What follows belongs to an exercise in optimizing a design on an open flow for small area and a short achievable clock period; a production flow would make more cautious choices. Function was checked by simulation only, so behaviour that the tests miss may differ from the original. Power is estimated from default activity; no workload was simulated.

==> flow/design.v <==
module Register(s_in, r_in, d_in, s_out, r_out, d_out, clock);
parameter W = 8;
input  [15:0] s_in;
input  [7:0]  r_in;
input  [7:0]  d_in;
input         clock;
output reg [15:0] s_out;
output     [7:0]  r_out;
output reg [7:0]  d_out;
reg [W-1:0] r_q;
always @(posedge clock) begin
  s_out <= s_in;
  r_q   <= r_in[W-1:0];
  d_out <= d_in;
end
generate
  if (W < 8) begin : pad
    assign r_out = {{(8 - W){1'b0}}, r_q};
  end else begin : full
    assign r_out = r_q;
  end
endgenerate
endmodule
module Stage(s_in, r_in, d, s_out, r_out);
parameter J = 9;
input  [15:0] s_in;
input  [7:0]  r_in;
input  [7:0]  d;
output [15:0] s_out;
output [7:0]  r_out;
localparam WI = (J - 1 < 8) ? J - 1 : 8;
localparam WO = (J < 8) ? J : 8;
wire [8:0] rin_w = (WI == 0) ? 9'd0 : {1'b0, r_in} & ((9'd1 << WI) - 9'd1);
wire [8:0] t     = {rin_w[7:0], s_in[15]};
wire [9:0] diff  = {1'b0, t} - {2'b0, d};
wire       q     = ~diff[9];
wire [8:0] rn    = q ? diff[8:0] : t;
wire       z     = (d == 8'd0);
wire       qrec  = (J <= 8 && z) ? s_in[15] : q;
assign s_out = {s_in[14:0], qrec};
assign r_out = rn[7:0] & ((9'd1 << WO) - 9'd1);
endmodule
module Divider(divisor,dividend,quotient_final,remainder,clock);
input clock;
input [7:0] divisor;
input [15:0] dividend;
output [15:0] quotient_final;
output [22:0] remainder;
wire [15:0] s  [1:15];
wire [7:0]  r  [1:15];
wire [7:0]  d  [1:15];
wire [15:0] sn [1:15];
wire [7:0]  rn [1:15];
reg [15:0] s1;
reg [7:0]  d1;
always @(posedge clock) begin
  s1 <= dividend;
  d1 <= divisor;
end
assign s[1] = s1;
assign r[1] = 8'd0;
assign d[1] = d1;
wire [15:0] sa;
wire [7:0]  ra;
Stage #(.J(1)) S1 (s[1], r[1], d[1], sa, ra);
Stage #(.J(2)) S2 (sa, ra, d[1], sn[1], rn[1]);
Register #(.W(2)) R2 (sn[1], rn[1], d[1], s[2], r[2], d[2], clock);
genvar k;
generate
  for (k = 2; k <= 14; k = k + 1) begin : st
    Stage #(.J(k + 1)) S (s[k], r[k], d[k], sn[k], rn[k]);
    Register #(.W((k + 1 < 8) ? k + 1 : 8)) R (sn[k], rn[k], d[k], s[k+1], r[k+1], d[k+1], clock);
  end
endgenerate
Stage #(.J(16)) S16 (s[15], r[15], d[15], sn[15], rn[15]);
wire z15 = (d[15] == 8'd0);
reg [15:0] qf;
reg [15:0] rf;
always @(posedge clock) begin
  qf <= sn[15] | {16{z15}};
  rf <= {sn[15][15:8] & {8{z15}}, rn[15]};
end
assign quotient_final = qf;
assign remainder = {7'd0, rf};
endmodule
Settings: LEC_CHECK=0, CAP_MARGIN=20, CORE_MARGIN=2, CORE_UTILIZATION=40, SLEW_MARGIN=20; clock period 3.0 ns.
run.sh (not shown) runs the stock make flow with config.mk's settings and CLKGATE_MAP_FILE= SYNTH_SCRIPT=/design/flow/synth_recipe.tcl, a recipe that flattens the netlist after the stock synthesis.
The first run produced a clean layout.
Rerun with:
==> flow/flow/run.sh (new file) <==
#!/bin/bash
# The standard ORFS layout, with Yosys's full-adder extraction turned off
# (ADDER_MAP_FILE empty) so that ABC maps the divider steps' carry logic
# itself instead of chaining sky130 fa/ha cells.
set -euo pipefail
bash standard.sh ADDER_MAP_FILE= finish > flow_make.log 2>&1
==> flow/standard.sh (new file) <==
#!/bin/bash
# synth_recipe.tcl (not shown) runs the flow's synth.tcl, then flattens the netlist and writes it again
# the make line also repeats each setting of config.mk as NAME=value (left out here)
make -C /OpenROAD-flow-scripts/flow DESIGN_CONFIG=/design/flow/config.mk WORK_HOME=/design/flow/orfs CLKGATE_MAP_FILE= SYNTH_SCRIPT=/design/flow/synth_recipe.tcl "${@:-finish}"
--- a/flow/config.mk
+++ b/flow/config.mk
@@ -10,2 +10,6 @@
 export CORE_UTILIZATION = 40
+export CTS_BUF_LIST = sky130_fd_sc_hd__clkbuf_16
+export CTS_CLUSTER_DIAMETER = 100
+export CTS_CLUSTER_SIZE = 30
+export SETUP_SLACK_MARGIN = 1.4
 export SLEW_MARGIN = 20
removed: flow/run.sh
Effect: The new run completed with no timing, DRC or antenna violations. Final area drops by 0.56%. Worst setup slack is better by 440 ps. Die area drops by 6.5%.
Rerun with:
==> flow/run.sh (new file) <==
#!/bin/bash
# synth_recipe.tcl (not shown) runs the flow's synth.tcl, then flattens the netlist and writes it again
# the make line also repeats each setting of config.mk as NAME=value (left out here)
make -C /OpenROAD-flow-scripts/flow DESIGN_CONFIG=/design/flow/config.mk WORK_HOME=/design/flow/orfs CLKGATE_MAP_FILE= SYNTH_SCRIPT=/design/flow/synth_recipe.tcl finish
--- a/flow/config.mk
+++ b/flow/config.mk
@@ -10,6 +10,4 @@
 export CORE_UTILIZATION = 40
-export CTS_BUF_LIST = sky130_fd_sc_hd__clkbuf_16
-export CTS_CLUSTER_DIAMETER = 100
-export CTS_CLUSTER_SIZE = 30
-export SETUP_SLACK_MARGIN = 1.4
+export CTS_BUF_LIST = sky130_fd_sc_hd__clkbuf_4 sky130_fd_sc_hd__clkbuf_8
+export SETUP_SLACK_MARGIN = 1.2
 export SLEW_MARGIN = 20
removed: flow/flow/run.sh
removed: flow/standard.sh
Outcome: Clock power increases by about 75%; sequential share of layout area shrinks by 5.4 points; worst setup slack got worse by 110 ps; routed wire length grows by 26%; synthesized area grows by about 7%; critical path depth is unchanged; power climbs by about 25%; non-clock buffer count came out higher by 8; first-iteration DRC count grows by 38%; die area goes up by about 7%; via count went up by 20%.

==> what the ideal ports hide <==
How much do the figures lean on ideal ports? The routed layouts below were timed once more, with nothing changed but the port constraints.
Step 1: set_driving_cell puts a clkbuf_16 on clock and a buf_2 on each other input, an assumption about the parent block.
Step 2 adds t to the input delays and takes it off the output delays; t is the mean of the earliest and latest rising clock arrival at the registers after step 1. Input paths then give back, and output paths get back, about the clock's delay inside the block.
Slacks: ideal / step 1 / step 2; pairs: ideal / step 1.
run | t (ns) | setup slack, ns | hold WS [ns] | latest minus earliest clock arrival (ns)
the first run | 0.629 | 0.607 / 0.607 / 0.607 | 0.321 / 0.321 / 0.321 | 0.024 / 0.024
the second run | 0.574 | 1.049 / 1.049 / 1.049 | 0.320 / 0.320 / 0.320 | 0.034 / 0.034
the third run | 0.651 | 0.939 / 0.939 / 0.939 | 0.315 / 0.315 / 0.315 | 0.025 / 0.025
After both steps every run listed still meets setup and hold.
